From an optimization exercise on the open Yosys and OpenROAD flow, aimed at small area; shortcuts taken in it are not production practice.
Function was checked by simulation only, so behaviour that the tests miss may differ from the original.
Power figures rest on the tool's default switching activity, not on a simulated workload.

===== flow/config.mk =====
export PLATFORM = sky130hd
export DESIGN_NAME = inc_cond_mppt
export DESIGN_NICKNAME = inc_cond_mppt
export VERILOG_FILES = /design/flow/design.v
export SDC_FILE = /design/flow/constraint.sdc
export NUM_CORES = 4
export LEC_CHECK = 0
export CAP_MARGIN = 20
export CORE_MARGIN = 2
export CORE_UTILIZATION = 40
export SLEW_MARGIN = 20

===== flow/constraint.sdc =====
create_clock -name core_clock -period 10.0 [get_ports {clk}]
set_input_delay 2.0000 -clock core_clock [delete_from_list [all_inputs] [get_ports {clk}]]
set_output_delay 2.0000 -clock core_clock [all_outputs]
set_load 0.01 [all_outputs]

===== flow/design.v =====
module inc_cond_mppt (
    input wire clk,
    input wire reset,
    input wire start,
    input wire [15:0] voltage_in,
    input wire [15:0] current_in,
    output wire [15:0] duty_cycle,
    output reg mpp_found,
    output wire [15:0] power_out
);
    reg [7:0] duty_hi;    
    reg       duty_mid;   
    reg       duty_lo;    
    assign duty_cycle = {2'b00, duty_hi, {5{duty_mid}}, duty_lo};
    reg calc, upd;
    reg [15:0] v_prev, i_prev;
    always @(posedge clk) begin
        v_prev <= voltage_in;
        i_prev <= current_in;
    end
    wire [15:0] i_same = ~(current_in ^ i_prev);
    wire [15:0] v_same = ~(voltage_in ^ v_prev);
    wire i_eq = &i_same;
    wire [16:0] ic, vc;
    assign ic[0] = 1'b1;
    assign vc[0] = 1'b1;
    genvar q;
    generate for (q = 0; q < 16; q = q + 1) begin : g_cmp
        if (q % 2 == 0) begin : g_even
            assign ic[q+1] = ~(i_same[q] ? ic[q] : current_in[q]);
            assign vc[q+1] = ~(v_same[q] ? vc[q] : voltage_in[q]);
        end else begin : g_odd
            assign ic[q+1] = ~(i_same[q] ? ic[q] : i_prev[q]);
            assign vc[q+1] = ~(v_same[q] ? vc[q] : v_prev[q]);
        end
    end endgenerate
    wire i_ge = ic[16];
    wire v_ge = vc[16];
    wire up = ~(i_ge ^ v_ge);
    wire step = calc & ~i_eq;
    wire [7:0] m = ~(duty_hi ^ {8{up}});
    wire [8:0] t;
    assign t[0] = 1'b1;
    genvar k;
    generate for (k = 0; k < 8; k = k + 1) begin : g_t
        assign t[k+1] = t[k] & m[k];
    end endgenerate
    wire sat = t[8];                        
    wire lo_zero = (duty_hi == 8'd1) & ~duty_lo;  
    wire set_l = sat | (~up & lo_zero);
    always @(posedge clk or posedge reset) begin
        if (reset) begin
            calc <= 1'b0;
            upd <= 1'b0;
            duty_hi <= 8'h80;
            duty_mid <= 1'b0;
            duty_lo <= 1'b0;
            mpp_found <= 1'b0;
        end else begin
            calc <= ~calc & ~upd & start;
            upd <= calc;
            if (calc)
                mpp_found <= i_eq;
            if (step & ~sat)
                duty_hi <= duty_hi ^ t[7:0];
            if (step & set_l) begin
                duty_mid <= up;
                duty_lo <= 1'b1;
            end
        end
    end
    mul24 u_mul (.a(voltage_in), .b(current_in), .p(power_out));
endmodule
module mfa(input a, input b, input c, output s, output co);
  assign {co, s} = a + b + c;
endmodule
module cx_a222oi(input a1, input a2, input b1, input b2, input c1, input c2, output y);
  assign y = ~((a1 & a2) | (b1 & b2) | (c1 & c2));
endmodule
module a3add(input [15:0] a, output [17:0] y);
  wire [16:1] tg, tp;
  assign y[0] = a[0];
  assign tg[1] = a[1] & a[0];
  assign tp[1] = a[1] ^ a[0];
  assign tg[2] = a[2] & a[1];
  assign tp[2] = a[2] ^ a[1];
  assign tg[3] = a[3] & a[2];
  assign tp[3] = a[3] ^ a[2];
  assign tg[4] = a[4] & a[3];
  assign tp[4] = a[4] ^ a[3];
  assign tg[5] = a[5] & a[4];
  assign tp[5] = a[5] ^ a[4];
  assign tg[6] = a[6] & a[5];
  assign tp[6] = a[6] ^ a[5];
  assign tg[7] = a[7] & a[6];
  assign tp[7] = a[7] ^ a[6];
  assign tg[8] = a[8] & a[7];
  assign tp[8] = a[8] ^ a[7];
  assign tg[9] = a[9] & a[8];
  assign tp[9] = a[9] ^ a[8];
  assign tg[10] = a[10] & a[9];
  assign tp[10] = a[10] ^ a[9];
  assign tg[11] = a[11] & a[10];
  assign tp[11] = a[11] ^ a[10];
  assign tg[12] = a[12] & a[11];
  assign tp[12] = a[12] ^ a[11];
  assign tg[13] = a[13] & a[12];
  assign tp[13] = a[13] ^ a[12];
  assign tg[14] = a[14] & a[13];
  assign tp[14] = a[14] ^ a[13];
  assign tg[15] = a[15] & a[14];
  assign tp[15] = a[15] ^ a[14];
  assign tg[16] = 1'b0 & a[15];
  assign tp[16] = 1'b0 ^ a[15];
  wire tg_1 = tg[2] | (tp[2] & tg[1]);
  wire tp_1 = tp[2] & tp[1];
  wire tg_2 = tg[4] | (tp[4] & tg[3]);
  wire tp_2 = tp[4] & tp[3];
  wire tg_3 = tg[6] | (tp[6] & tg[5]);
  wire tp_3 = tp[6] & tp[5];
  wire tg_4 = tg[8] | (tp[8] & tg[7]);
  wire tp_4 = tp[8] & tp[7];
  wire tg_5 = tg[10] | (tp[10] & tg[9]);
  wire tp_5 = tp[10] & tp[9];
  wire tg_6 = tg[12] | (tp[12] & tg[11]);
  wire tp_6 = tp[12] & tp[11];
  wire tg_7 = tg[14] | (tp[14] & tg[13]);
  wire tp_7 = tp[14] & tp[13];
  wire tg_8 = tg[16] | (tp[16] & tg[15]);
  wire tp_8 = tp[16] & tp[15];
  wire tg_9 = tg[3] | (tp[3] & tg_1);
  wire tp_9 = tp[3] & tp_1;
  wire tg_10 = tg_2 | (tp_2 & tg_1);
  wire tp_10 = tp_2 & tp_1;
  wire tg_11 = tg[7] | (tp[7] & tg_3);
  wire tp_11 = tp[7] & tp_3;
  wire tg_12 = tg_4 | (tp_4 & tg_3);
  wire tp_12 = tp_4 & tp_3;
  wire tg_13 = tg[11] | (tp[11] & tg_5);
  wire tp_13 = tp[11] & tp_5;
  wire tg_14 = tg_6 | (tp_6 & tg_5);
  wire tp_14 = tp_6 & tp_5;
  wire tg_15 = tg[15] | (tp[15] & tg_7);
  wire tp_15 = tp[15] & tp_7;
  wire tg_16 = tg_8 | (tp_8 & tg_7);
  wire tp_16 = tp_8 & tp_7;
  wire tg_17 = tg[5] | (tp[5] & tg_10);
  wire tp_17 = tp[5] & tp_10;
  wire tg_18 = tg_3 | (tp_3 & tg_10);
  wire tp_18 = tp_3 & tp_10;
  wire tg_19 = tg_11 | (tp_11 & tg_10);
  wire tp_19 = tp_11 & tp_10;
  wire tg_20 = tg_12 | (tp_12 & tg_10);
  wire tp_20 = tp_12 & tp_10;
  wire tg_21 = tg[13] | (tp[13] & tg_14);
  wire tp_21 = tp[13] & tp_14;
  wire tg_22 = tg_7 | (tp_7 & tg_14);
  wire tp_22 = tp_7 & tp_14;
  wire tg_23 = tg_15 | (tp_15 & tg_14);
  wire tp_23 = tp_15 & tp_14;
  wire tg_24 = tg_16 | (tp_16 & tg_14);
  wire tp_24 = tp_16 & tp_14;
  wire tg_25 = tg[9] | (tp[9] & tg_20);
  wire tp_25 = tp[9] & tp_20;
  wire tg_26 = tg_5 | (tp_5 & tg_20);
  wire tp_26 = tp_5 & tp_20;
  wire tg_27 = tg_13 | (tp_13 & tg_20);
  wire tp_27 = tp_13 & tp_20;
  wire tg_28 = tg_14 | (tp_14 & tg_20);
  wire tp_28 = tp_14 & tp_20;
  wire tg_29 = tg_21 | (tp_21 & tg_20);
  wire tp_29 = tp_21 & tp_20;
  wire tg_30 = tg_22 | (tp_22 & tg_20);
  wire tp_30 = tp_22 & tp_20;
  wire tg_31 = tg_23 | (tp_23 & tg_20);
  wire tp_31 = tp_23 & tp_20;
  wire tg_32 = tg_24 | (tp_24 & tg_20);
  wire tp_32 = tp_24 & tp_20;
  assign y[1] = tp[1] ^ 1'b0;
  assign y[2] = tp[2] ^ tg[1];
  assign y[3] = tp[3] ^ tg_1;
  assign y[4] = tp[4] ^ tg_9;
  assign y[5] = tp[5] ^ tg_10;
  assign y[6] = tp[6] ^ tg_17;
  assign y[7] = tp[7] ^ tg_18;
  assign y[8] = tp[8] ^ tg_19;
  assign y[9] = tp[9] ^ tg_20;
  assign y[10] = tp[10] ^ tg_25;
  assign y[11] = tp[11] ^ tg_26;
  assign y[12] = tp[12] ^ tg_27;
  assign y[13] = tp[13] ^ tg_28;
  assign y[14] = tp[14] ^ tg_29;
  assign y[15] = tp[15] ^ tg_30;
  assign y[16] = tp[16] ^ tg_31;
  assign y[17] = tg_32;
endmodule
module mha(input a, input b, output s, output co);
  assign {co, s} = a + b;
endmodule
module mul24(input [15:0] a, input [15:0] b, output [15:0] p);
  wire [17:0] a3;
  a3add u_a3 (.a(a), .y(a3));
  wire [7:0] sl1, sl2, sl3;
  genvar gk;
  generate for (gk = 0; gk < 8; gk = gk + 1) begin : g_dec
    assign sl1[gk] = b[2*gk] & ~b[2*gk+1];
    assign sl2[gk] = ~b[2*gk] & b[2*gk+1];
    assign sl3[gk] = b[2*gk] & b[2*gk+1];
  end endgenerate
  wire bp0_0 = ~((sl1[0] & a[0]) | (sl3[0] & a3[0]));
  wire bp0_1;
  cx_a222oi sbp0_1 (.a1(sl1[0]), .a2(a[1]), .b1(sl2[0]), .b2(a[0]), .c1(sl3[0]), .c2(a3[1]), .y(bp0_1));
  wire bp0_2;
  cx_a222oi sbp0_2 (.a1(sl1[0]), .a2(a[2]), .b1(sl2[0]), .b2(a[1]), .c1(sl3[0]), .c2(a3[2]), .y(bp0_2));
  wire bp0_3;
  cx_a222oi sbp0_3 (.a1(sl1[0]), .a2(a[3]), .b1(sl2[0]), .b2(a[2]), .c1(sl3[0]), .c2(a3[3]), .y(bp0_3));
  wire bp0_4;
  cx_a222oi sbp0_4 (.a1(sl1[0]), .a2(a[4]), .b1(sl2[0]), .b2(a[3]), .c1(sl3[0]), .c2(a3[4]), .y(bp0_4));
  wire bp0_5;
  cx_a222oi sbp0_5 (.a1(sl1[0]), .a2(a[5]), .b1(sl2[0]), .b2(a[4]), .c1(sl3[0]), .c2(a3[5]), .y(bp0_5));
  wire bp0_6;
  cx_a222oi sbp0_6 (.a1(sl1[0]), .a2(a[6]), .b1(sl2[0]), .b2(a[5]), .c1(sl3[0]), .c2(a3[6]), .y(bp0_6));
  wire bp0_7;
  cx_a222oi sbp0_7 (.a1(sl1[0]), .a2(a[7]), .b1(sl2[0]), .b2(a[6]), .c1(sl3[0]), .c2(a3[7]), .y(bp0_7));
  wire bp0_8;
  cx_a222oi sbp0_8 (.a1(sl1[0]), .a2(a[8]), .b1(sl2[0]), .b2(a[7]), .c1(sl3[0]), .c2(a3[8]), .y(bp0_8));
  wire bp0_9;
  cx_a222oi sbp0_9 (.a1(sl1[0]), .a2(a[9]), .b1(sl2[0]), .b2(a[8]), .c1(sl3[0]), .c2(a3[9]), .y(bp0_9));
  wire bp0_10;
  cx_a222oi sbp0_10 (.a1(sl1[0]), .a2(a[10]), .b1(sl2[0]), .b2(a[9]), .c1(sl3[0]), .c2(a3[10]), .y(bp0_10));
  wire bp0_11;
  cx_a222oi sbp0_11 (.a1(sl1[0]), .a2(a[11]), .b1(sl2[0]), .b2(a[10]), .c1(sl3[0]), .c2(a3[11]), .y(bp0_11));
  wire bp0_12;
  cx_a222oi sbp0_12 (.a1(sl1[0]), .a2(a[12]), .b1(sl2[0]), .b2(a[11]), .c1(sl3[0]), .c2(a3[12]), .y(bp0_12));
  wire bp0_13;
  cx_a222oi sbp0_13 (.a1(sl1[0]), .a2(a[13]), .b1(sl2[0]), .b2(a[12]), .c1(sl3[0]), .c2(a3[13]), .y(bp0_13));
  wire bp0_14;
  cx_a222oi sbp0_14 (.a1(sl1[0]), .a2(a[14]), .b1(sl2[0]), .b2(a[13]), .c1(sl3[0]), .c2(a3[14]), .y(bp0_14));
  wire bp0_15;
  cx_a222oi sbp0_15 (.a1(sl1[0]), .a2(a[15]), .b1(sl2[0]), .b2(a[14]), .c1(sl3[0]), .c2(a3[15]), .y(bp0_15));
  wire bp0_16 = ~((sl2[0] & a[15]) | (sl3[0] & a3[16]));
  wire bp0_17 = ~((sl3[0] & a3[17]));
  wire bp1_0 = ~((sl1[1] & a[0]) | (sl3[1] & a3[0]));
  wire bp1_1;
  cx_a222oi sbp1_1 (.a1(sl1[1]), .a2(a[1]), .b1(sl2[1]), .b2(a[0]), .c1(sl3[1]), .c2(a3[1]), .y(bp1_1));
  wire bp1_2;
  cx_a222oi sbp1_2 (.a1(sl1[1]), .a2(a[2]), .b1(sl2[1]), .b2(a[1]), .c1(sl3[1]), .c2(a3[2]), .y(bp1_2));
  wire bp1_3;
  cx_a222oi sbp1_3 (.a1(sl1[1]), .a2(a[3]), .b1(sl2[1]), .b2(a[2]), .c1(sl3[1]), .c2(a3[3]), .y(bp1_3));
  wire bp1_4;
  cx_a222oi sbp1_4 (.a1(sl1[1]), .a2(a[4]), .b1(sl2[1]), .b2(a[3]), .c1(sl3[1]), .c2(a3[4]), .y(bp1_4));
  wire bp1_5;
  cx_a222oi sbp1_5 (.a1(sl1[1]), .a2(a[5]), .b1(sl2[1]), .b2(a[4]), .c1(sl3[1]), .c2(a3[5]), .y(bp1_5));
  wire bp1_6;
  cx_a222oi sbp1_6 (.a1(sl1[1]), .a2(a[6]), .b1(sl2[1]), .b2(a[5]), .c1(sl3[1]), .c2(a3[6]), .y(bp1_6));
  wire bp1_7;
  cx_a222oi sbp1_7 (.a1(sl1[1]), .a2(a[7]), .b1(sl2[1]), .b2(a[6]), .c1(sl3[1]), .c2(a3[7]), .y(bp1_7));
  wire bp1_8;
  cx_a222oi sbp1_8 (.a1(sl1[1]), .a2(a[8]), .b1(sl2[1]), .b2(a[7]), .c1(sl3[1]), .c2(a3[8]), .y(bp1_8));
  wire bp1_9;
  cx_a222oi sbp1_9 (.a1(sl1[1]), .a2(a[9]), .b1(sl2[1]), .b2(a[8]), .c1(sl3[1]), .c2(a3[9]), .y(bp1_9));
  wire bp1_10;
  cx_a222oi sbp1_10 (.a1(sl1[1]), .a2(a[10]), .b1(sl2[1]), .b2(a[9]), .c1(sl3[1]), .c2(a3[10]), .y(bp1_10));
  wire bp1_11;
  cx_a222oi sbp1_11 (.a1(sl1[1]), .a2(a[11]), .b1(sl2[1]), .b2(a[10]), .c1(sl3[1]), .c2(a3[11]), .y(bp1_11));
  wire bp1_12;
  cx_a222oi sbp1_12 (.a1(sl1[1]), .a2(a[12]), .b1(sl2[1]), .b2(a[11]), .c1(sl3[1]), .c2(a3[12]), .y(bp1_12));
  wire bp1_13;
  cx_a222oi sbp1_13 (.a1(sl1[1]), .a2(a[13]), .b1(sl2[1]), .b2(a[12]), .c1(sl3[1]), .c2(a3[13]), .y(bp1_13));
  wire bp1_14;
  cx_a222oi sbp1_14 (.a1(sl1[1]), .a2(a[14]), .b1(sl2[1]), .b2(a[13]), .c1(sl3[1]), .c2(a3[14]), .y(bp1_14));
  wire bp1_15;
  cx_a222oi sbp1_15 (.a1(sl1[1]), .a2(a[15]), .b1(sl2[1]), .b2(a[14]), .c1(sl3[1]), .c2(a3[15]), .y(bp1_15));
  wire bp1_16 = ~((sl2[1] & a[15]) | (sl3[1] & a3[16]));
  wire bp1_17 = ~((sl3[1] & a3[17]));
  wire bp2_0 = ~((sl1[2] & a[0]) | (sl3[2] & a3[0]));
  wire bp2_1;
  cx_a222oi sbp2_1 (.a1(sl1[2]), .a2(a[1]), .b1(sl2[2]), .b2(a[0]), .c1(sl3[2]), .c2(a3[1]), .y(bp2_1));
  wire bp2_2;
  cx_a222oi sbp2_2 (.a1(sl1[2]), .a2(a[2]), .b1(sl2[2]), .b2(a[1]), .c1(sl3[2]), .c2(a3[2]), .y(bp2_2));
  wire bp2_3;
  cx_a222oi sbp2_3 (.a1(sl1[2]), .a2(a[3]), .b1(sl2[2]), .b2(a[2]), .c1(sl3[2]), .c2(a3[3]), .y(bp2_3));
  wire bp2_4;
  cx_a222oi sbp2_4 (.a1(sl1[2]), .a2(a[4]), .b1(sl2[2]), .b2(a[3]), .c1(sl3[2]), .c2(a3[4]), .y(bp2_4));
  wire bp2_5;
  cx_a222oi sbp2_5 (.a1(sl1[2]), .a2(a[5]), .b1(sl2[2]), .b2(a[4]), .c1(sl3[2]), .c2(a3[5]), .y(bp2_5));
  wire bp2_6;
  cx_a222oi sbp2_6 (.a1(sl1[2]), .a2(a[6]), .b1(sl2[2]), .b2(a[5]), .c1(sl3[2]), .c2(a3[6]), .y(bp2_6));
  wire bp2_7;
  cx_a222oi sbp2_7 (.a1(sl1[2]), .a2(a[7]), .b1(sl2[2]), .b2(a[6]), .c1(sl3[2]), .c2(a3[7]), .y(bp2_7));
  wire bp2_8;
  cx_a222oi sbp2_8 (.a1(sl1[2]), .a2(a[8]), .b1(sl2[2]), .b2(a[7]), .c1(sl3[2]), .c2(a3[8]), .y(bp2_8));
  wire bp2_9;
  cx_a222oi sbp2_9 (.a1(sl1[2]), .a2(a[9]), .b1(sl2[2]), .b2(a[8]), .c1(sl3[2]), .c2(a3[9]), .y(bp2_9));
  wire bp2_10;
  cx_a222oi sbp2_10 (.a1(sl1[2]), .a2(a[10]), .b1(sl2[2]), .b2(a[9]), .c1(sl3[2]), .c2(a3[10]), .y(bp2_10));
  wire bp2_11;
  cx_a222oi sbp2_11 (.a1(sl1[2]), .a2(a[11]), .b1(sl2[2]), .b2(a[10]), .c1(sl3[2]), .c2(a3[11]), .y(bp2_11));
  wire bp2_12;
  cx_a222oi sbp2_12 (.a1(sl1[2]), .a2(a[12]), .b1(sl2[2]), .b2(a[11]), .c1(sl3[2]), .c2(a3[12]), .y(bp2_12));
  wire bp2_13;
  cx_a222oi sbp2_13 (.a1(sl1[2]), .a2(a[13]), .b1(sl2[2]), .b2(a[12]), .c1(sl3[2]), .c2(a3[13]), .y(bp2_13));
  wire bp2_14;
  cx_a222oi sbp2_14 (.a1(sl1[2]), .a2(a[14]), .b1(sl2[2]), .b2(a[13]), .c1(sl3[2]), .c2(a3[14]), .y(bp2_14));
  wire bp2_15;
  cx_a222oi sbp2_15 (.a1(sl1[2]), .a2(a[15]), .b1(sl2[2]), .b2(a[14]), .c1(sl3[2]), .c2(a3[15]), .y(bp2_15));
  wire bp2_16 = ~((sl2[2] & a[15]) | (sl3[2] & a3[16]));
  wire bp2_17 = ~((sl3[2] & a3[17]));
  wire bp3_0 = ~((sl1[3] & a[0]) | (sl3[3] & a3[0]));
  wire bp3_1;
  cx_a222oi sbp3_1 (.a1(sl1[3]), .a2(a[1]), .b1(sl2[3]), .b2(a[0]), .c1(sl3[3]), .c2(a3[1]), .y(bp3_1));
  wire bp3_2;
  cx_a222oi sbp3_2 (.a1(sl1[3]), .a2(a[2]), .b1(sl2[3]), .b2(a[1]), .c1(sl3[3]), .c2(a3[2]), .y(bp3_2));
  wire bp3_3;
  cx_a222oi sbp3_3 (.a1(sl1[3]), .a2(a[3]), .b1(sl2[3]), .b2(a[2]), .c1(sl3[3]), .c2(a3[3]), .y(bp3_3));
  wire bp3_4;
  cx_a222oi sbp3_4 (.a1(sl1[3]), .a2(a[4]), .b1(sl2[3]), .b2(a[3]), .c1(sl3[3]), .c2(a3[4]), .y(bp3_4));
  wire bp3_5;
  cx_a222oi sbp3_5 (.a1(sl1[3]), .a2(a[5]), .b1(sl2[3]), .b2(a[4]), .c1(sl3[3]), .c2(a3[5]), .y(bp3_5));
  wire bp3_6;
  cx_a222oi sbp3_6 (.a1(sl1[3]), .a2(a[6]), .b1(sl2[3]), .b2(a[5]), .c1(sl3[3]), .c2(a3[6]), .y(bp3_6));
  wire bp3_7;
  cx_a222oi sbp3_7 (.a1(sl1[3]), .a2(a[7]), .b1(sl2[3]), .b2(a[6]), .c1(sl3[3]), .c2(a3[7]), .y(bp3_7));
  wire bp3_8;
  cx_a222oi sbp3_8 (.a1(sl1[3]), .a2(a[8]), .b1(sl2[3]), .b2(a[7]), .c1(sl3[3]), .c2(a3[8]), .y(bp3_8));
  wire bp3_9;
  cx_a222oi sbp3_9 (.a1(sl1[3]), .a2(a[9]), .b1(sl2[3]), .b2(a[8]), .c1(sl3[3]), .c2(a3[9]), .y(bp3_9));
  wire bp3_10;
  cx_a222oi sbp3_10 (.a1(sl1[3]), .a2(a[10]), .b1(sl2[3]), .b2(a[9]), .c1(sl3[3]), .c2(a3[10]), .y(bp3_10));
  wire bp3_11;
  cx_a222oi sbp3_11 (.a1(sl1[3]), .a2(a[11]), .b1(sl2[3]), .b2(a[10]), .c1(sl3[3]), .c2(a3[11]), .y(bp3_11));
  wire bp3_12;
  cx_a222oi sbp3_12 (.a1(sl1[3]), .a2(a[12]), .b1(sl2[3]), .b2(a[11]), .c1(sl3[3]), .c2(a3[12]), .y(bp3_12));
  wire bp3_13;
  cx_a222oi sbp3_13 (.a1(sl1[3]), .a2(a[13]), .b1(sl2[3]), .b2(a[12]), .c1(sl3[3]), .c2(a3[13]), .y(bp3_13));
  wire bp3_14;
  cx_a222oi sbp3_14 (.a1(sl1[3]), .a2(a[14]), .b1(sl2[3]), .b2(a[13]), .c1(sl3[3]), .c2(a3[14]), .y(bp3_14));
  wire bp3_15;
  cx_a222oi sbp3_15 (.a1(sl1[3]), .a2(a[15]), .b1(sl2[3]), .b2(a[14]), .c1(sl3[3]), .c2(a3[15]), .y(bp3_15));
  wire bp3_16 = ~((sl2[3] & a[15]) | (sl3[3] & a3[16]));
  wire bp3_17 = ~((sl3[3] & a3[17]));
  wire bp4_0 = ~((sl1[4] & a[0]) | (sl3[4] & a3[0]));
  wire bp4_1;
  cx_a222oi sbp4_1 (.a1(sl1[4]), .a2(a[1]), .b1(sl2[4]), .b2(a[0]), .c1(sl3[4]), .c2(a3[1]), .y(bp4_1));
  wire bp4_2;
  cx_a222oi sbp4_2 (.a1(sl1[4]), .a2(a[2]), .b1(sl2[4]), .b2(a[1]), .c1(sl3[4]), .c2(a3[2]), .y(bp4_2));
  wire bp4_3;
  cx_a222oi sbp4_3 (.a1(sl1[4]), .a2(a[3]), .b1(sl2[4]), .b2(a[2]), .c1(sl3[4]), .c2(a3[3]), .y(bp4_3));
  wire bp4_4;
  cx_a222oi sbp4_4 (.a1(sl1[4]), .a2(a[4]), .b1(sl2[4]), .b2(a[3]), .c1(sl3[4]), .c2(a3[4]), .y(bp4_4));
  wire bp4_5;
  cx_a222oi sbp4_5 (.a1(sl1[4]), .a2(a[5]), .b1(sl2[4]), .b2(a[4]), .c1(sl3[4]), .c2(a3[5]), .y(bp4_5));
  wire bp4_6;
  cx_a222oi sbp4_6 (.a1(sl1[4]), .a2(a[6]), .b1(sl2[4]), .b2(a[5]), .c1(sl3[4]), .c2(a3[6]), .y(bp4_6));
  wire bp4_7;
  cx_a222oi sbp4_7 (.a1(sl1[4]), .a2(a[7]), .b1(sl2[4]), .b2(a[6]), .c1(sl3[4]), .c2(a3[7]), .y(bp4_7));
  wire bp4_8;
  cx_a222oi sbp4_8 (.a1(sl1[4]), .a2(a[8]), .b1(sl2[4]), .b2(a[7]), .c1(sl3[4]), .c2(a3[8]), .y(bp4_8));
  wire bp4_9;
  cx_a222oi sbp4_9 (.a1(sl1[4]), .a2(a[9]), .b1(sl2[4]), .b2(a[8]), .c1(sl3[4]), .c2(a3[9]), .y(bp4_9));
  wire bp4_10;
  cx_a222oi sbp4_10 (.a1(sl1[4]), .a2(a[10]), .b1(sl2[4]), .b2(a[9]), .c1(sl3[4]), .c2(a3[10]), .y(bp4_10));
  wire bp4_11;
  cx_a222oi sbp4_11 (.a1(sl1[4]), .a2(a[11]), .b1(sl2[4]), .b2(a[10]), .c1(sl3[4]), .c2(a3[11]), .y(bp4_11));
  wire bp4_12;
  cx_a222oi sbp4_12 (.a1(sl1[4]), .a2(a[12]), .b1(sl2[4]), .b2(a[11]), .c1(sl3[4]), .c2(a3[12]), .y(bp4_12));
  wire bp4_13;
  cx_a222oi sbp4_13 (.a1(sl1[4]), .a2(a[13]), .b1(sl2[4]), .b2(a[12]), .c1(sl3[4]), .c2(a3[13]), .y(bp4_13));
  wire bp4_14;
  cx_a222oi sbp4_14 (.a1(sl1[4]), .a2(a[14]), .b1(sl2[4]), .b2(a[13]), .c1(sl3[4]), .c2(a3[14]), .y(bp4_14));
  wire bp4_15;
  cx_a222oi sbp4_15 (.a1(sl1[4]), .a2(a[15]), .b1(sl2[4]), .b2(a[14]), .c1(sl3[4]), .c2(a3[15]), .y(bp4_15));
  wire bp5_0 = ~((sl1[5] & a[0]) | (sl3[5] & a3[0]));
  wire bp5_1;
  cx_a222oi sbp5_1 (.a1(sl1[5]), .a2(a[1]), .b1(sl2[5]), .b2(a[0]), .c1(sl3[5]), .c2(a3[1]), .y(bp5_1));
  wire bp5_2;
  cx_a222oi sbp5_2 (.a1(sl1[5]), .a2(a[2]), .b1(sl2[5]), .b2(a[1]), .c1(sl3[5]), .c2(a3[2]), .y(bp5_2));
  wire bp5_3;
  cx_a222oi sbp5_3 (.a1(sl1[5]), .a2(a[3]), .b1(sl2[5]), .b2(a[2]), .c1(sl3[5]), .c2(a3[3]), .y(bp5_3));
  wire bp5_4;
  cx_a222oi sbp5_4 (.a1(sl1[5]), .a2(a[4]), .b1(sl2[5]), .b2(a[3]), .c1(sl3[5]), .c2(a3[4]), .y(bp5_4));
  wire bp5_5;
  cx_a222oi sbp5_5 (.a1(sl1[5]), .a2(a[5]), .b1(sl2[5]), .b2(a[4]), .c1(sl3[5]), .c2(a3[5]), .y(bp5_5));
  wire bp5_6;
  cx_a222oi sbp5_6 (.a1(sl1[5]), .a2(a[6]), .b1(sl2[5]), .b2(a[5]), .c1(sl3[5]), .c2(a3[6]), .y(bp5_6));
  wire bp5_7;
  cx_a222oi sbp5_7 (.a1(sl1[5]), .a2(a[7]), .b1(sl2[5]), .b2(a[6]), .c1(sl3[5]), .c2(a3[7]), .y(bp5_7));
  wire bp5_8;
  cx_a222oi sbp5_8 (.a1(sl1[5]), .a2(a[8]), .b1(sl2[5]), .b2(a[7]), .c1(sl3[5]), .c2(a3[8]), .y(bp5_8));
  wire bp5_9;
  cx_a222oi sbp5_9 (.a1(sl1[5]), .a2(a[9]), .b1(sl2[5]), .b2(a[8]), .c1(sl3[5]), .c2(a3[9]), .y(bp5_9));
  wire bp5_10;
  cx_a222oi sbp5_10 (.a1(sl1[5]), .a2(a[10]), .b1(sl2[5]), .b2(a[9]), .c1(sl3[5]), .c2(a3[10]), .y(bp5_10));
  wire bp5_11;
  cx_a222oi sbp5_11 (.a1(sl1[5]), .a2(a[11]), .b1(sl2[5]), .b2(a[10]), .c1(sl3[5]), .c2(a3[11]), .y(bp5_11));
  wire bp5_12;
  cx_a222oi sbp5_12 (.a1(sl1[5]), .a2(a[12]), .b1(sl2[5]), .b2(a[11]), .c1(sl3[5]), .c2(a3[12]), .y(bp5_12));
  wire bp5_13;
  cx_a222oi sbp5_13 (.a1(sl1[5]), .a2(a[13]), .b1(sl2[5]), .b2(a[12]), .c1(sl3[5]), .c2(a3[13]), .y(bp5_13));
  wire bp6_0 = ~((sl1[6] & a[0]) | (sl3[6] & a3[0]));
  wire bp6_1;
  cx_a222oi sbp6_1 (.a1(sl1[6]), .a2(a[1]), .b1(sl2[6]), .b2(a[0]), .c1(sl3[6]), .c2(a3[1]), .y(bp6_1));
  wire bp6_2;
  cx_a222oi sbp6_2 (.a1(sl1[6]), .a2(a[2]), .b1(sl2[6]), .b2(a[1]), .c1(sl3[6]), .c2(a3[2]), .y(bp6_2));
  wire bp6_3;
  cx_a222oi sbp6_3 (.a1(sl1[6]), .a2(a[3]), .b1(sl2[6]), .b2(a[2]), .c1(sl3[6]), .c2(a3[3]), .y(bp6_3));
  wire bp6_4;
  cx_a222oi sbp6_4 (.a1(sl1[6]), .a2(a[4]), .b1(sl2[6]), .b2(a[3]), .c1(sl3[6]), .c2(a3[4]), .y(bp6_4));
  wire bp6_5;
  cx_a222oi sbp6_5 (.a1(sl1[6]), .a2(a[5]), .b1(sl2[6]), .b2(a[4]), .c1(sl3[6]), .c2(a3[5]), .y(bp6_5));
  wire bp6_6;
  cx_a222oi sbp6_6 (.a1(sl1[6]), .a2(a[6]), .b1(sl2[6]), .b2(a[5]), .c1(sl3[6]), .c2(a3[6]), .y(bp6_6));
  wire bp6_7;
  cx_a222oi sbp6_7 (.a1(sl1[6]), .a2(a[7]), .b1(sl2[6]), .b2(a[6]), .c1(sl3[6]), .c2(a3[7]), .y(bp6_7));
  wire bp6_8;
  cx_a222oi sbp6_8 (.a1(sl1[6]), .a2(a[8]), .b1(sl2[6]), .b2(a[7]), .c1(sl3[6]), .c2(a3[8]), .y(bp6_8));
  wire bp6_9;
  cx_a222oi sbp6_9 (.a1(sl1[6]), .a2(a[9]), .b1(sl2[6]), .b2(a[8]), .c1(sl3[6]), .c2(a3[9]), .y(bp6_9));
  wire bp6_10;
  cx_a222oi sbp6_10 (.a1(sl1[6]), .a2(a[10]), .b1(sl2[6]), .b2(a[9]), .c1(sl3[6]), .c2(a3[10]), .y(bp6_10));
  wire bp6_11;
  cx_a222oi sbp6_11 (.a1(sl1[6]), .a2(a[11]), .b1(sl2[6]), .b2(a[10]), .c1(sl3[6]), .c2(a3[11]), .y(bp6_11));
  wire bp7_0 = ~((sl1[7] & a[0]) | (sl3[7] & a3[0]));
  wire bp7_1;
  cx_a222oi sbp7_1 (.a1(sl1[7]), .a2(a[1]), .b1(sl2[7]), .b2(a[0]), .c1(sl3[7]), .c2(a3[1]), .y(bp7_1));
  wire bp7_2;
  cx_a222oi sbp7_2 (.a1(sl1[7]), .a2(a[2]), .b1(sl2[7]), .b2(a[1]), .c1(sl3[7]), .c2(a3[2]), .y(bp7_2));
  wire bp7_3;
  cx_a222oi sbp7_3 (.a1(sl1[7]), .a2(a[3]), .b1(sl2[7]), .b2(a[2]), .c1(sl3[7]), .c2(a3[3]), .y(bp7_3));
  wire bp7_4;
  cx_a222oi sbp7_4 (.a1(sl1[7]), .a2(a[4]), .b1(sl2[7]), .b2(a[3]), .c1(sl3[7]), .c2(a3[4]), .y(bp7_4));
  wire bp7_5;
  cx_a222oi sbp7_5 (.a1(sl1[7]), .a2(a[5]), .b1(sl2[7]), .b2(a[4]), .c1(sl3[7]), .c2(a3[5]), .y(bp7_5));
  wire bp7_6;
  cx_a222oi sbp7_6 (.a1(sl1[7]), .a2(a[6]), .b1(sl2[7]), .b2(a[5]), .c1(sl3[7]), .c2(a3[6]), .y(bp7_6));
  wire bp7_7;
  cx_a222oi sbp7_7 (.a1(sl1[7]), .a2(a[7]), .b1(sl2[7]), .b2(a[6]), .c1(sl3[7]), .c2(a3[7]), .y(bp7_7));
  wire bp7_8;
  cx_a222oi sbp7_8 (.a1(sl1[7]), .a2(a[8]), .b1(sl2[7]), .b2(a[7]), .c1(sl3[7]), .c2(a3[8]), .y(bp7_8));
  wire bp7_9;
  cx_a222oi sbp7_9 (.a1(sl1[7]), .a2(a[9]), .b1(sl2[7]), .b2(a[8]), .c1(sl3[7]), .c2(a3[9]), .y(bp7_9));
  wire s1, c2;
  mfa f2 (.a(bp2_0), .b(bp1_2), .c(bp0_4), .s(s1), .co(c2));
  wire s3, c4;
  mfa f4 (.a(bp2_1), .b(bp1_3), .c(bp0_5), .s(s3), .co(c4));
  wire s5, c6;
  mfa f6 (.a(bp3_0), .b(bp2_2), .c(bp1_4), .s(s5), .co(c6));
  wire s7, c8;
  mfa f8 (.a(bp0_6), .b(c4), .c(s5), .s(s7), .co(c8));
  wire s9, c10;
  mfa f10 (.a(bp3_1), .b(bp2_3), .c(bp1_5), .s(s9), .co(c10));
  wire s11, c12;
  mfa f12 (.a(bp0_7), .b(c6), .c(s9), .s(s11), .co(c12));
  wire s13, c14;
  mfa f14 (.a(bp4_0), .b(bp3_2), .c(bp2_4), .s(s13), .co(c14));
  wire s15, c16;
  mfa f16 (.a(bp1_6), .b(bp0_8), .c(c10), .s(s15), .co(c16));
  wire s17, c18;
  mfa f18 (.a(s13), .b(c12), .c(s15), .s(s17), .co(c18));
  wire s19, c20;
  mfa f20 (.a(bp4_1), .b(bp3_3), .c(bp2_5), .s(s19), .co(c20));
  wire s21, c22;
  mfa f22 (.a(bp1_7), .b(bp0_9), .c(c14), .s(s21), .co(c22));
  wire s23, c24;
  mfa f24 (.a(s19), .b(c16), .c(s21), .s(s23), .co(c24));
  wire s25, c26;
  mfa f26 (.a(bp5_0), .b(bp4_2), .c(bp3_4), .s(s25), .co(c26));
  wire s27, c28;
  mfa f28 (.a(bp2_6), .b(bp1_8), .c(bp0_10), .s(s27), .co(c28));
  wire s29, c30;
  mfa f30 (.a(c20), .b(s25), .c(s27), .s(s29), .co(c30));
  wire s31, c32;
  mfa f32 (.a(c22), .b(s29), .c(c24), .s(s31), .co(c32));
  wire s33, c34;
  mfa f34 (.a(bp5_1), .b(bp4_3), .c(bp3_5), .s(s33), .co(c34));
  wire s35, c36;
  mfa f36 (.a(bp2_7), .b(bp1_9), .c(bp0_11), .s(s35), .co(c36));
  wire s37, c38;
  mfa f38 (.a(c26), .b(s33), .c(c28), .s(s37), .co(c38));
  wire s39, c40;
  mfa f40 (.a(s35), .b(c30), .c(s37), .s(s39), .co(c40));
  wire s41, c42;
  mfa f42 (.a(bp6_0), .b(bp5_2), .c(bp4_4), .s(s41), .co(c42));
  wire s43, c44;
  mfa f44 (.a(bp3_6), .b(bp2_8), .c(bp1_10), .s(s43), .co(c44));
  wire s45, c46;
  mfa f46 (.a(bp0_12), .b(c34), .c(s41), .s(s45), .co(c46));
  wire s47, c48;
  mfa f48 (.a(c36), .b(s43), .c(s45), .s(s47), .co(c48));
  wire s49, c50;
  mfa f50 (.a(c38), .b(s47), .c(c40), .s(s49), .co(c50));
  wire s51, c52;
  mfa f52 (.a(bp6_1), .b(bp5_3), .c(bp4_5), .s(s51), .co(c52));
  wire s53, c54;
  mfa f54 (.a(bp3_7), .b(bp2_9), .c(bp1_11), .s(s53), .co(c54));
  wire s55, c56;
  mfa f56 (.a(bp0_13), .b(c42), .c(s51), .s(s55), .co(c56));
  wire s57, c58;
  mfa f58 (.a(c44), .b(s53), .c(c46), .s(s57), .co(c58));
  wire s59, c60;
  mfa f60 (.a(s55), .b(s57), .c(c48), .s(s59), .co(c60));
  wire s61, c62;
  mfa f62 (.a(bp7_0), .b(bp6_2), .c(bp5_4), .s(s61), .co(c62));
  wire s63, c64;
  mfa f64 (.a(bp4_6), .b(bp3_8), .c(bp2_10), .s(s63), .co(c64));
  wire s65, c66;
  mfa f66 (.a(bp1_12), .b(bp0_14), .c(c52), .s(s65), .co(c66));
  wire s67, c68;
  mfa f68 (.a(s61), .b(c54), .c(s63), .s(s67), .co(c68));
  wire s69, c70;
  mfa f70 (.a(c56), .b(s65), .c(s67), .s(s69), .co(c70));
  wire s71, c72;
  mfa f72 (.a(c58), .b(s69), .c(c60), .s(s71), .co(c72));
  wire s73, c74;
  mfa f74 (.a(bp7_1), .b(bp6_3), .c(bp5_5), .s(s73), .co(c74));
  wire s75, c76;
  mfa f76 (.a(bp4_7), .b(bp3_9), .c(bp2_11), .s(s75), .co(c76));
  wire s77, c78;
  mfa f78 (.a(bp1_13), .b(bp0_15), .c(c62), .s(s77), .co(c78));
  wire s79, c80;
  mfa f80 (.a(s73), .b(c64), .c(s75), .s(s79), .co(c80));
  wire s81, c82;
  mfa f82 (.a(c66), .b(s77), .c(c68), .s(s81), .co(c82));
  wire s83, c84;
  mfa f84 (.a(s79), .b(c70), .c(s81), .s(s83), .co(c84));
  wire s85, c86;
  mfa f86 (.a(bp7_2), .b(bp6_4), .c(bp5_6), .s(s85), .co(c86));
  wire s87, c88;
  mfa f88 (.a(bp4_8), .b(bp3_10), .c(bp2_12), .s(s87), .co(c88));
  wire s89, c90;
  mfa f90 (.a(bp1_14), .b(bp0_16), .c(c74), .s(s89), .co(c90));
  wire s91, c92;
  mfa f92 (.a(s85), .b(c76), .c(s87), .s(s91), .co(c92));
  wire s93, c94;
  mfa f94 (.a(c78), .b(s89), .c(c80), .s(s93), .co(c94));
  wire s95, c96;
  mfa f96 (.a(s91), .b(c82), .c(s93), .s(s95), .co(c96));
  wire s97, c98;
  mfa f98 (.a(bp7_3), .b(bp6_5), .c(bp5_7), .s(s97), .co(c98));
  wire s99, c100;
  mfa f100 (.a(bp4_9), .b(bp3_11), .c(bp2_13), .s(s99), .co(c100));
  wire s101, c102;
  mfa f102 (.a(bp1_15), .b(bp0_17), .c(c86), .s(s101), .co(c102));
  wire s103, c104;
  mfa f104 (.a(s97), .b(c88), .c(s99), .s(s103), .co(c104));
  wire s105, c106;
  mfa f106 (.a(c90), .b(s101), .c(c92), .s(s105), .co(c106));
  wire s107, c108;
  mfa f108 (.a(s103), .b(c94), .c(s105), .s(s107), .co(c108));
  wire s109, c110;
  mfa f110 (.a(bp7_4), .b(bp6_6), .c(bp5_8), .s(s109), .co(c110));
  wire s111, c112;
  mfa f112 (.a(bp4_10), .b(bp3_12), .c(bp2_14), .s(s111), .co(c112));
  wire s113, c114;
  mfa f114 (.a(bp1_16), .b(c98), .c(s109), .s(s113), .co(c114));
  wire s115, c116;
  mfa f116 (.a(c100), .b(s111), .c(c102), .s(s115), .co(c116));
  wire s117, c118;
  mfa f118 (.a(s113), .b(c104), .c(s115), .s(s117), .co(c118));
  wire s119, c120;
  mfa f120 (.a(c106), .b(s117), .c(c108), .s(s119), .co(c120));
  wire s121, c122;
  mfa f122 (.a(bp7_5), .b(bp6_7), .c(bp5_9), .s(s121), .co(c122));
  wire s123, c124;
  mfa f124 (.a(bp4_11), .b(bp3_13), .c(bp2_15), .s(s123), .co(c124));
  wire s125, c126;
  mfa f126 (.a(bp1_17), .b(c110), .c(s121), .s(s125), .co(c126));
  wire s127, c128;
  mfa f128 (.a(c112), .b(s123), .c(c114), .s(s127), .co(c128));
  wire s129, c130;
  mfa f130 (.a(s125), .b(c116), .c(s127), .s(s129), .co(c130));
  wire s131, c132;
  mfa f132 (.a(c118), .b(s129), .c(c120), .s(s131), .co(c132));
  wire s133, c134;
  mfa f134 (.a(bp7_6), .b(bp6_8), .c(bp5_10), .s(s133), .co(c134));
  wire s135, c136;
  mfa f136 (.a(bp4_12), .b(bp3_14), .c(bp2_16), .s(s135), .co(c136));
  wire s137, c138;
  mfa f138 (.a(c122), .b(s133), .c(c124), .s(s137), .co(c138));
  wire s139, c140;
  mfa f140 (.a(s135), .b(c126), .c(s137), .s(s139), .co(c140));
  wire s141, c142;
  mfa f142 (.a(c128), .b(s139), .c(c130), .s(s141), .co(c142));
  wire s143, c144;
  mfa f144 (.a(bp7_7), .b(bp6_9), .c(bp5_11), .s(s143), .co(c144));
  wire s145, c146;
  mfa f146 (.a(bp4_13), .b(bp3_15), .c(bp2_17), .s(s145), .co(c146));
  wire s147, c148;
  mfa f148 (.a(c134), .b(s143), .c(c136), .s(s147), .co(c148));
  wire s149, c150;
  mfa f150 (.a(s145), .b(c138), .c(s147), .s(s149), .co(c150));
  wire s151, c152;
  mfa f152 (.a(c140), .b(s149), .c(c142), .s(s151), .co(c152));
  wire s153, c154;
  mfa f154 (.a(bp7_8), .b(bp6_10), .c(bp5_12), .s(s153), .co(c154));
  wire s155, c156;
  mfa f156 (.a(bp4_14), .b(bp3_16), .c(c144), .s(s155), .co(c156));
  wire s157, c158;
  mfa f158 (.a(s153), .b(c146), .c(s155), .s(s157), .co(c158));
  wire s159, c160;
  mfa f160 (.a(c148), .b(s157), .c(c150), .s(s159), .co(c160));
  wire x161 = (bp3_17 ^ bp4_15 ^ bp5_13 ^ bp6_11 ^ bp7_9 ^ c154 ^ c156 ^ c158 ^ c160);
  wire [23:0] rx = {x161, s159, s151, s141, s131, s119, c96, c84, s83, s71, s59, s49, s39, s31, c18, s17, c8, s7, c2, s1, bp1_1, bp1_0, bp0_1, bp0_0};
  wire [23:0] ry = {1'b1, c152, 1'b1, c132, 1'b1, 1'b1, s107, s95, c72, 1'b1, c50, 1'b1, c32, 1'b1, s23, 1'b1, s11, 1'b1, s3, 1'b1, bp0_3, bp0_2, 1'b1, 1'b1};
  wire [23:0] g0 = rx & ry;
  wire [23:0] p0 = rx ^ ry;
  wire pg162 = g0[0] | (p0[0] & 1'b1);
  wire pg164 = g0[2] | (p0[2] & g0[1]);
  wire pp165 = p0[2] & p0[1];
  wire pg166 = g0[4] | (p0[4] & g0[3]);
  wire pp167 = p0[4] & p0[3];
  wire pg168 = g0[6] | (p0[6] & g0[5]);
  wire pp169 = p0[6] & p0[5];
  wire pg170 = g0[8] | (p0[8] & g0[7]);
  wire pp171 = p0[8] & p0[7];
  wire pg172 = g0[10] | (p0[10] & g0[9]);
  wire pp173 = p0[10] & p0[9];
  wire pg174 = g0[12] | (p0[12] & g0[11]);
  wire pp175 = p0[12] & p0[11];
  wire pg176 = g0[14] | (p0[14] & g0[13]);
  wire pp177 = p0[14] & p0[13];
  wire pg178 = g0[16] | (p0[16] & g0[15]);
  wire pp179 = p0[16] & p0[15];
  wire pg180 = g0[18] | (p0[18] & g0[17]);
  wire pp181 = p0[18] & p0[17];
  wire pg182 = g0[20] | (p0[20] & g0[19]);
  wire pp183 = p0[20] & p0[19];
  wire pg184 = g0[22] | (p0[22] & g0[21]);
  wire pp185 = p0[22] & p0[21];
  wire pg186 = g0[1] | (p0[1] & pg162);
  wire pg188 = pg164 | (pp165 & pg162);
  wire pg190 = g0[5] | (p0[5] & pg166);
  wire pp191 = p0[5] & pp167;
  wire pg192 = pg168 | (pp169 & pg166);
  wire pp193 = pp169 & pp167;
  wire pg194 = g0[9] | (p0[9] & pg170);
  wire pp195 = p0[9] & pp171;
  wire pg196 = pg172 | (pp173 & pg170);
  wire pp197 = pp173 & pp171;
  wire pg198 = g0[13] | (p0[13] & pg174);
  wire pp199 = p0[13] & pp175;
  wire pg200 = pg176 | (pp177 & pg174);
  wire pp201 = pp177 & pp175;
  wire pg202 = g0[17] | (p0[17] & pg178);
  wire pp203 = p0[17] & pp179;
  wire pg204 = pg180 | (pp181 & pg178);
  wire pp205 = pp181 & pp179;
  wire pg206 = g0[21] | (p0[21] & pg182);
  wire pp207 = p0[21] & pp183;
  wire pg208 = pg184 | (pp185 & pg182);
  wire pp209 = pp185 & pp183;
  wire pg210 = g0[3] | (p0[3] & pg188);
  wire pg212 = pg166 | (pp167 & pg188);
  wire pg214 = pg190 | (pp191 & pg188);
  wire pg216 = pg192 | (pp193 & pg188);
  wire pg218 = g0[11] | (p0[11] & pg196);
  wire pp219 = p0[11] & pp197;
  wire pg220 = pg174 | (pp175 & pg196);
  wire pp221 = pp175 & pp197;
  wire pg222 = pg198 | (pp199 & pg196);
  wire pp223 = pp199 & pp197;
  wire pg224 = pg200 | (pp201 & pg196);
  wire pp225 = pp201 & pp197;
  wire pg226 = g0[19] | (p0[19] & pg204);
  wire pp227 = p0[19] & pp205;
  wire pg228 = pg182 | (pp183 & pg204);
  wire pp229 = pp183 & pp205;
  wire pg230 = pg206 | (pp207 & pg204);
  wire pp231 = pp207 & pp205;
  wire pg232 = pg208 | (pp209 & pg204);
  wire pp233 = pp209 & pp205;
  wire pg234 = g0[7] | (p0[7] & pg216);
  wire pg236 = pg170 | (pp171 & pg216);
  wire pg238 = pg194 | (pp195 & pg216);
  wire pg240 = pg196 | (pp197 & pg216);
  wire pg242 = pg218 | (pp219 & pg216);
  wire pg244 = pg220 | (pp221 & pg216);
  wire pg246 = pg222 | (pp223 & pg216);
  wire pg248 = pg224 | (pp225 & pg216);
  wire pg250 = g0[23] | (p0[23] & pg232);
  wire pp251 = p0[23] & pp233;
  wire pg252 = g0[15] | (p0[15] & pg248);
  wire pg254 = pg178 | (pp179 & pg248);
  wire pg256 = pg202 | (pp203 & pg248);
  wire pg258 = pg204 | (pp205 & pg248);
  wire pg260 = pg226 | (pp227 & pg248);
  wire pg262 = pg228 | (pp229 & pg248);
  wire pg264 = pg230 | (pp231 & pg248);
  wire pg266 = pg232 | (pp233 & pg248);
  wire pg268 = pg250 | (pp251 & pg248);
  wire [15:0] hc = {pg266, pg264, pg262, pg260, pg258, pg256, pg254, pg252, pg248, pg246, pg244, pg242, pg240, pg238, pg236, pg234};
  assign p = ~(p0[23:8] ^ hc);
endmodule

===== flow/flow/run.sh =====
#!/bin/bash
# Layout flow: the standard ORFS flow, except that
#  - the cell modules of the RTL (mfa/mha adders, cx_a222oi selectors) are
#    mapped straight onto the sky130 cells (map.py), and Yosys's own
#    full-adder extraction is off (the design's adders are already explicit),
#  - ABC uses an area-oriented mapping script (abc.script), except for the
#    3a adder of the multiplier (module a3add), which is kept apart until
#    after mapping and mapped for delay (abc_a3.script),
#  - port buffers use the smallest buffer cell.
# Each tool's output goes to a log in this folder (make.log, orfs/logs/).
set -euo pipefail
W=$(pwd)
F=$W/flow
python3 $F/map.py $W/design.v $W/design_mapped.v
sed "s#^\(\s*\)log_cmd abc {\*}\$abc_args#\1log_cmd abc {*}[lreplace \$abc_args 1 1 $F/abc.script] $FLOW_TOP\n\1log_cmd abc {*}[lreplace \$abc_args 1 1 $F/abc_a3.script] a3add#" \
  $FLOW_HOME/scripts/synth.tcl > $W/flow_synth.tcl
grep -q "abc_a3.script" $W/flow_synth.tcl
sed "s#source \$::env(SCRIPTS_DIR)/synth.tcl#source $W/flow_synth.tcl#" $W/synth_recipe.tcl > $W/flow_synth_recipe.tcl
grep -q "flow_synth.tcl" $W/flow_synth_recipe.tcl
sed "s#^export VERILOG_FILES = .*#export VERILOG_FILES = $W/design_mapped.v#" $W/config.mk > $W/flow_config.mk
source $F/settings.sh
make -C $FLOW_HOME DESIGN_CONFIG=$W/flow_config.mk WORK_HOME=$W/orfs CLKGATE_MAP_FILE= \
  SYNTH_SCRIPT=$W/flow_synth_recipe.tcl ADDER_MAP_FILE= SYNTH_KEEP_MODULES=a3add \
  "${MAKE_ARGS[@]}" finish > $W/make.log 2>&1
: # left out here: write the final layout as DEF

===== flow/flow/abc.script =====
strash
dch -f
map -a
topo
stime -c

===== flow/flow/abc_a3.script =====
strash
dch
map -D 1000
topo
stime -c

===== flow/flow/map.py =====
#!/usr/bin/env python3
# Replace the bodies of the cell modules (mfa, mha, cx_a222oi) with sky130 cells.
import re, sys
src = open(sys.argv[1]).read()
cells = {
    'mfa': "  sky130_fd_sc_hd__fa_1 u (.A(a), .B(b), .CIN(c), .SUM(s), .COUT(co));\n",
    'mha': "  sky130_fd_sc_hd__ha_1 u (.A(a), .B(b), .SUM(s), .COUT(co));\n",
    'cx_a222oi': "  sky130_fd_sc_hd__a222oi_1 u (.A1(a1), .A2(a2), .B1(b1), .B2(b2), .C1(c1), .C2(c2), .Y(y));\n",
}
def rep(m):
    name, ports = m.group(1), m.group(2)
    if name in cells:
        return f"module {name}({ports});\n{cells[name]}endmodule"
    return m.group(0)
out = re.sub(r"module\s+(\w+)\s*\(([^;]*?)\);(.*?)endmodule", rep, src, flags=re.S)
open(sys.argv[2], 'w').write(out)

===== flow/flow/place_pre.tcl =====
# Buffer every input and output port (as the standard flow does), with a
# buffer cell sized for each side: inputs drive many loads, outputs one pin.
buffer_ports -inputs -buffer_cell sky130_fd_sc_hd__buf_1
buffer_ports -outputs -buffer_cell sky130_fd_sc_hd__buf_1

===== flow/flow/settings.sh =====
MAKE_ARGS=(CAP_MARGIN=20 CORE_MARGIN=2 CORE_UTILIZATION=40 SLEW_MARGIN=20
DONT_BUFFER_PORTS=1 PRE_GLOBAL_PLACE_TCL=$F/place_pre.tcl
"MIN_BUF_CELL_AND_PORTS=sky130_fd_sc_hd__buf_1 A X"
"GPL_TIMING_DRIVEN=0"
"CTS_BUF_LIST=sky130_fd_sc_hd__clkbuf_8"
"SYNTH_INSBUF=0"
"CELL_PAD_IN_SITES_DETAIL_PLACEMENT=1"
"CELL_PAD_IN_SITES_GLOBAL_PLACEMENT=1"
"SETUP_SLACK_MARGIN=-0.25"
)

===== flow/standard.sh =====
#!/bin/bash
# synth_recipe.tcl (not shown) runs the flow's synth.tcl, then flattens the netlist and writes it again
# the make line also repeats each setting of config.mk as NAME=value (left out here)
make -C /OpenROAD-flow-scripts/flow DESIGN_CONFIG=/design/flow/config.mk WORK_HOME=/design/flow/orfs CLKGATE_MAP_FILE= SYNTH_SCRIPT=/design/flow/synth_recipe.tcl "${@:-finish}"

==> summary.txt, run 1 <==
number of global-route vias before repair 6191; endpoint required time on the critical path approximately 8.0 ns; I/O pins roughly 70; Gate Count Post-Synth 666; DR vias/cell roughly 6.6; CTS clock-pin slew for the worst setup and hold paths 0.09 ns; warnings from Yosys 1; CTS tree yes; r2r setup slk 5.49 ns; number of nets at the end of the flow 862; clock latency at the later pin of the worst-skew pair 0.30 ns; number of buffers inserted for hold repair after clock tree synthesis 0; largest net degree at the start of global routing 27; total iterations of the first detailed-routing run 12; number of DRC violations after detailed-routing iteration 0 roughly 1100; Tot GR Track Use 27.1%; Worst R2R Start v_prev[2]; number of H-tree branching levels 2; floorplan row count 44; Buffers on Ports 65; wire length of the first global-routing pass ~34000 um; crit path DAT 7.88 ns; die area between 15000 and 20000 um^2; count of unresolved DRC violations after routing 0; count of final setup violators 0; flip-flop and latch count after synthesis 45; final-layout worst hold slack around 0.41 ns; terminating pin of the worst hold path calc; flip-flop cell with the highest count after synthesis sky130_fd_sc_hd__dfxtp_1; run status complete, no violations; normalized max-slew margin 23.0%; Final Hold Fails 0; Routed Wire Length roughly 21000 um; commonest cells after routing, fill and taps aside 107 x sky130_fd_sc_hd__a222oi_1, 92 x sky130_fd_sc_hd__clkinv_1, 80 x sky130_fd_sc_hd__fa_1, 78 x sky130_fd_sc_hd__nand2_1, 68 x sky130_fd_sc_hd__nor2_1; endpoint of the most critical register-to-register path duty_mid; actual slew at the worst max-slew pin between 1 and 1.5 ns; Hold Startpoint upd; synthesis-to-finish area growth 15.5%; CTS buffer count 5; diodes inserted 0; max-slew violation count 0; sequential-to-total area share from yosys stat 16.6%; Worst Reg2Reg Path Length in Cells 24; Vert. Die Dim 125 um; area of the mapped netlist 5820 um^2; Worst Path Class, Setup input pin to output pin; detailed-route via count roughly 6100; effective utilization at floorplan 40.5%; Post-DP HPWL approximately 15000 um; CTS sink count 45; most frequent standard cell in the layout excluding fill and tap cells sky130_fd_sc_hd__a222oi_1; clock buffer depth 2; Util after Layout 46.8%; layout cell share with drive strength beyond 1 9.63%; initial antenna violation count 0; overflow left after global routing 0; WL/cell 22.8 um; Clock Skew about 0.0097 ns; number of filler cells placed in the layout 1727; upper clock frequency limit 101 MHz; share of the clock period used by the worst path between 90% and 100%; ANT nets after route 0; final worst path period need 9.88 ns; FF+latch area 967 um^2; type of the tightest min-delay check register to register; power density normalized to cell area 345 nW/um^2; Worst IR Drop VDD 0.546 mV; clock tree root buffer cell sky130_fd_sc_hd__clkbuf_8; final weighted congestion of routability-driven global placement ~0.9; leakage component of the power 2.30 nW; Core Area approximately 14000 um^2; cell depth of the worst min-delay path 1; die width 125 um; share of flip-flops with an asynchronous set or reset after synthesis about 29%; Critical Path End Type output pin; number of max-cap violations 0; number of synthesized flops with an enable pin 0; mean cell area of the mapped netlist between 8 and 9 um^2; number of distinct library cells after synthesis 35; critical path peak fanout 20; crit start category input pin; Multi-input gate area between 4000 and 5000 um^2
## sequential cells by signal, summed over array words and instances (netlist names)
name and flops:
duty_hi 8, v_prev 16, duty_lo 1, upd 1, duty_mid 1, i_prev 16
mpp_found 1, calc 1
## worst max-delay path by stage
stage / to / cells past startpoint / start
detailed placement: power_out[15] / 30 / voltage_in[2]
CTS: power_out[15] / 30 / voltage_in[2]
floorplan: power_out[15] / 28 / voltage_in[2]
global route: power_out[15] / 30 / voltage_in[2]
global placement: power_out[15] / 30 / voltage_in[2]
finish: power_out[14] / 16 / voltage_in[12]
## modules after synthesis (local to each module, per instance)
| module | cells inside | flip-flops and latches |
|---|---|---|
| a3add | 106 | 0 |
| inc_cond_mppt | 560 | 45 |
## critical path: stages
cell,delay [ns]
sky130_fd_sc_hd__clkdlybuf4s15_1,0.64
sky130_fd_sc_hd__xnor2_1,0.67
sky130_fd_sc_hd__o21ai_0,0.17
sky130_fd_sc_hd__a21oi_1,0.17
sky130_fd_sc_hd__xor2_1,0.66
sky130_fd_sc_hd__a222oi_1,0.20
sky130_fd_sc_hd__fa_1,0.52
sky130_fd_sc_hd__fa_1,0.56
sky130_fd_sc_hd__fa_1,0.44
sky130_fd_sc_hd__fa_1,0.42
sky130_fd_sc_hd__fa_1,0.51
sky130_fd_sc_hd__o21ai_0,0.29
sky130_fd_sc_hd__nand3_1,0.16
sky130_fd_sc_hd__nor2_1,0.15
sky130_fd_sc_hd__xor2_1,0.15
sky130_fd_sc_hd__buf_1,0.16
## logic make-up after synthesis
logic type,after synthesis,share of synthesized area [%]
XOR/XNOR,47,7.07
buffers and inverters,92,5.93
AO/OA/AOI/OAI,192,27.6
flip-flops,45,16.6
multiplexers,1,0.193
AND/OR/NAND/NOR,208,15.0
other,1,0.0644
adder cells (fa/ha/maj),80,27.5
## area by class of cell
cell class / instances / share of cell area [%]
Clock buffer: 6 / 1.23
Clock inverter: 2 / 0.540
Inverter: 92 / 5.13
Multi-Input combinational cell: 530 / 69.4
Sequential cell: 45 / 14.4
Tap cell: 184 / 3.42
Timing Repair Buffer: 73 / 5.92
## per-stage QoR
stage                     total power [mW]  area [um^2]  setup TNS, ns  cells  worst slack (ns)
after floorplan                       1.56         5830              0    667             0.945
after detailed placement              2.12         6380          -8.29    919             -1.49
after CTS                             2.29         6570         -0.204    927            -0.201
after global routing                  2.61         6730         -0.787    932            -0.331
final                                 2.32         6730              0    932             0.116
after global placement                2.06         6300          -7.08    916             -1.34
## report_power, final
group          internal, mW  switching (mW)  total, mW  leakage, nW
clock network        0.0815          0.0640      0.146       0.0617
logic                 0.746            1.19       1.94         1.81
registers             0.210          0.0315      0.241        0.429
## layer usage
metal	global-route usage, %	vias up	part of all wire, %
met5	0	-	0
met4	6.35	0	2.1
met3	3.69	38	8.8
met2	44.4	334	48
met1	38.1	3043	41
li1	-	2695	-
## cells in the mapped netlist (all sizes together), types with 5 or more instances
| master | instances | share of area [%] |
|---|---|---|
| and2 | 5 | 0.64 |
| xnor2 | 18 | 2.7 |
| xor2 | 29 | 4.4 |
| a21oi | 23 | 2.0 |
| dfrtp | 12 | 5.2 |
| o21ai | 19 | 1.6 |
| nand2 | 80 | 5.2 |
| nor4 | 5 | 0.54 |
| nor3 | 8 | 0.69 |
| a22oi | 17 | 2.2 |
| dfxtp | 32 | 11 |
| a222oi | 107 | 18 |
| nand3 | 12 | 1.0 |
| o22ai | 7 | 0.75 |
| nor2 | 86 | 5.5 |
| fa | 80 | 27 |
| clkinv | 92 | 5.9 |
## repair_timing
action	4_1_cts	5_1_grt
buffers inserted	0	4
pin swaps	1	5
resized for setup	55	26
endpoints found under the setup margin	9	6
==> run 2: changes to the inputs <==
==> flow/flow/abc.script (replaced) <==
strash
dch
map -a
topo
stime -c
==> flow/flow/abc_a3.script (replaced) <==
strash
dch
map -D 1200
topo
stime -c
==> run 2 against run 1 <==
Effect of this change:
- count of clock-buffer cells in the layout down 1
- critical endpoint unchanged
- area after synthesis is 2.1% lower
- via count decreased by 2.8%
- setup slack better by 0.055 ns
- critical path type unchanged
- final cell count shrank 4.7%
- still clean
==> summary.txt, run 2 <==
number of DRC violations after detailed-routing iteration 0 1026 (-8.8%); Worst Path Class, Setup input pin to output pin; DP Area 6240 um^2 (-2.1%); I/O pins 68 (unchanged); crit path DAT 7.83 ns (-0.05 ns); Critical Path End Type output pin; die width 123 um (-1.0%); CTS tree yes; clock buffer depth 2 (unchanged); number of filler cells placed in the layout 1648 (-4.6%); overflow left after global routing 0 (unchanged); total iterations of the first detailed-routing run 12 (unchanged); Clock Skew 0.00999 ns (+0.000292 ns); diodes inserted 0 (unchanged); CP max stage delay 0.55 ns (-0.12 ns); highest layer used for signal routing met4; area of the mapped netlist 5700 um^2 (-2.1%); Tot GR Track Use 27.8% (+0.77 points); CTS clock-pin slew for the worst setup and hold paths 0.09 ns (about the same); share of flip-flops with an asynchronous set or reset after synthesis 28.9% (unchanged); number of cells in the design after placement 876 (-4.7%); Util after Layout 47.4% (+0.62 points); number of max-cap violations 0 (unchanged); Buffers on Ports 65 (unchanged); clock latency at the later pin of the worst-skew pair 0.31 ns (about the same); count of final setup violators 0 (unchanged); warnings from Yosys 1 (unchanged); top cells by area, synth sky130_fd_sc_hd__fa_1 28%, sky130_fd_sc_hd__a222oi_1 19%, sky130_fd_sc_hd__dfxtp_1 11%, sky130_fd_sc_hd__nor2_1 5.5%, sky130_fd_sc_hd__dfrtp_1 5.3%; leakage component of the power 2.24 nW (-2.6%); sequential-to-total area share from yosys stat 17.0% (+0.36 points); most frequent standard cell in the layout excluding fill and tap cells sky130_fd_sc_hd__a222oi_1; max-slew violation count 0 (unchanged); number of distinct library cells after synthesis 37 (+5.7%); synthesis-to-finish area growth 15.4% (about the same); ANT nets after route 0 (unchanged); detailed-route via count 5941 (-2.8%); final worst path period need 9.83 ns (-0.0547 ns); post-route cell area 6580 um^2 (-2.1%); Gate Count Post-Synth 627 (-5.9%); leading cell types by count after synthesis 107 x sky130_fd_sc_hd__a222oi_1, 84 x sky130_fd_sc_hd__nor2_1, 80 x sky130_fd_sc_hd__fa_1; share of the synthesized area in the top cell type 28.1% (+0.59 points); type of the tightest min-delay check register to register; setup TNS 0 ns (unchanged); number of synthesized flops with an enable pin 0 (unchanged); final-layout worst hold slack 0.412 ns (+0.00455 ns); post-synthesis cell type with the largest combined area sky130_fd_sc_hd__fa_1; r2r setup slk 5.39 ns (-0.10 ns); most repeated cell in the gate-level netlist after synthesis sky130_fd_sc_hd__a222oi_1; Final Instance Count excl. Fillers 888 (-4.7%); number of global-route vias before repair 6143 (-0.78%); number of buffer and inverter stages on the critical path 6 (+4); Overall Power 2.22 mW (-4.5%); count of unresolved DRC violations after routing 0 (unchanged); power density normalized to cell area 337 nW/um^2 (-2.4%); critical path peak fanout 22 (+10%); die area 15200 um^2 (-2.0%); endpoint required time on the critical path 8.00 ns (about the same); mean cell area of the mapped netlist 9.09 um^2 (+4.0%); upper clock frequency limit 102 MHz (+0.56%); number of nets at the end of the flow 822 (-4.6%); M1 WL 8400 um (-3.6%); clock tree root buffer cell sky130_fd_sc_hd__clkbuf_8; final weighted congestion of routability-driven global placement 0.810 (-13%); post-placement worst setup slack -1.64 ns (-0.153 ns); Core Area 13900 um^2 (-3.4%); Worst IR Drop VDD 0.442 mV (-19%); Vert. Die Dim 123 um (-1.0%); Multi-input gate area 4630 um^2 (-0.86%); WL/cell 23.4 um (+2.7%); met3 WL post-DR 2120 um (+13%); wire length of the first global-routing pass 32700 um (-3.9%); effective utilization at floorplan 41.1% (+0.54 points); Largest regs i_prev x16, v_prev x16, duty_hi x8; crit start category input pin; number of buffers inserted for hold repair after clock tree synthesis 0 (unchanged); commonest cells after routing, fill and taps aside 107 x sky130_fd_sc_hd__a222oi_1, 80 x sky130_fd_sc_hd__fa_1, 77 x sky130_fd_sc_hd__clkinv_1, 68 x sky130_fd_sc_hd__nor2_1, 61 x sky130_fd_sc_hd__nand2_1; flip-flop and latch count after synthesis 45 (unchanged); metal2 WL 9960 um (-2.8%); floorplan row count 43 (-2.3%); number of H-tree branching levels 2 (unchanged); run status complete, no violations; layout cell share with drive strength beyond 1 11.2% (+1.5 points); Largest delay share family, worst path simple AND/OR/NAND/NOR gates; Post-DP HPWL 14800 um (-2.7%); Final WS setup 0.171 ns (+0.0547 ns); CTS buffer count 5 (unchanged); Critical-path top delay cell sky130_fd_sc_hd__fa_1; Routed Wire Length 20800 um (-2.1%); largest net degree at the start of global routing 27 (unchanged); Final Hold Fails 0 (unchanged); FF+latch area 967 um^2 (unchanged); flip-flop cell with the highest count after synthesis sky130_fd_sc_hd__dfxtp_1; initial antenna violation count 0 (unchanged); DR vias/cell 6.69 (+2.1%); actual slew at the worst max-slew pin 1.16 ns (+0.0101 ns); CTS sink count 45 (unchanged); normalized max-slew margin 22.3% (-0.68 points); share of the clock period used by the worst path 98.3% (-0.55 points)
## run 2: changes by cell type in the layout (fill, tap and decap cells not counted), moves of 3 or more
| cell | before | now |
|---|---|---|
| sky130_fd_sc_hd__nor3b_1 | 4 | 1 |
| sky130_fd_sc_hd__a31oi_1 | 3 | 6 |
| sky130_fd_sc_hd__nand3_1 | 12 | 8 |
| sky130_fd_sc_hd__nand2_1 | 78 | 61 |
| sky130_fd_sc_hd__a21oi_1 | 22 | 13 |
| sky130_fd_sc_hd__xor2_2 | 4 | 1 |
| sky130_fd_sc_hd__clkinv_1 | 92 | 77 |
| sky130_fd_sc_hd__o21ai_0 | 18 | 12 |
| sky130_fd_sc_hd__xnor2_2 | 2 | 7 |
| sky130_fd_sc_hd__or2_2 | 4 | 7 |
| sky130_fd_sc_hd__buf_6 | 11 | 2 |
| sky130_fd_sc_hd__buf_4 | 5 | 9 |
## run 2: logic make-up after synthesis
logic type | share of synthesized area (%)
muxes | 0.197
DFF | 17.0
adders and majority gates | 28.3
buffers and inverters | 5.07
AOI/OAI and AO/OA | 28.1
and+or+nand+nor | 13.8
xor gates and xnor gates | 7.53
other | 0.0658
## run 2: cell type report
cell class	instances	share of cell area (%)
Clock inverter	3	0.646
Sequential cell	45	14.7
Inverter	77	4.39
Timing Repair Buffer	72	5.53
Clock buffer	5	1.05
Multi-Input combinational cell	506	70.3
Tap cell	180	3.42
## run 2: final timing paths
| path | from | end | depth (start not counted) |
|---|---|---|---|
| max reg2reg | v_prev[0] | duty_hi[2] | 26 |
| min | upd | calc | 1 |
| max | voltage_in[4] | power_out[14] | 28 |
| min reg2reg | upd | calc | 1 |
| min in group asynchronous | reset | calc | 2 |
| max in group asynchronous | reset | duty_hi[7] | 2 |
## run 2: routing by layer
metal  up-vias  global-route usage, %
li1       2584                      -
met1      2973                   38.0
met2       352                   45.3
met3        32                   4.75
met4         0                   8.17
met5         -                      0
## run 2: modules after synthesis (local to each module, per instance)
module         flip-flops and latches  area, um^2
inc_cond_mppt                      45        5160
a3add                               0         543
## run 2: where the power goes
group | leakage, nW | switching (mW) | internal [mW]
clock | 0.0595 | 0.0671 | 0.0741
sequential | 0.429 | 0.0283 | 0.208
combinational | 1.75 | 1.10 | 0.737
## run 2: timing repair
action                                  CTS  global route
endpoints found under the setup margin    9             6
pin swaps                                 2             4
resized for setup                        56            27
buffers inserted                          2             2

==> separate check: timing with driven ports <==
The results above use ideal ports. As a check the final layouts listed here were re-extracted and re-timed, cells and wires unchanged. Step 1 (the two cells are an assumption about what drives the block):
set clk [get_ports {clk}]
set_driving_cell -lib_cell sky130_fd_sc_hd__clkbuf_16 $clk
set_driving_cell -lib_cell sky130_fd_sc_hd__buf_2 [delete_from_list [all_inputs] $clk]
Step 2 also shifts input and output timing later by t, the mid clock arrival at the registers, as if the neighbouring blocks saw the same clock. a / b / c = ideal / step 1 / step 2; a / b = the first two.
run	t (ns)	slack for setup (ns)	hold slack, ns	clock arrival spread, ns	slew at the worst register clock pin (ns)
run 1	0.319	0.116 / 0.093 / 0.093	0.407 / 0.407 / 0.407	0.009 / 0.010	0.09 / 0.09
run 2	0.332	0.171 / 0.147 / 0.147	0.412 / 0.412 / 0.412	0.011 / 0.011	0.10 / 0.10
After both steps every run listed still meets setup and hold. For run 2, which loses most, drivers alone change the setup slack by -0.024 ns; drivers and shift together by -0.024 ns.
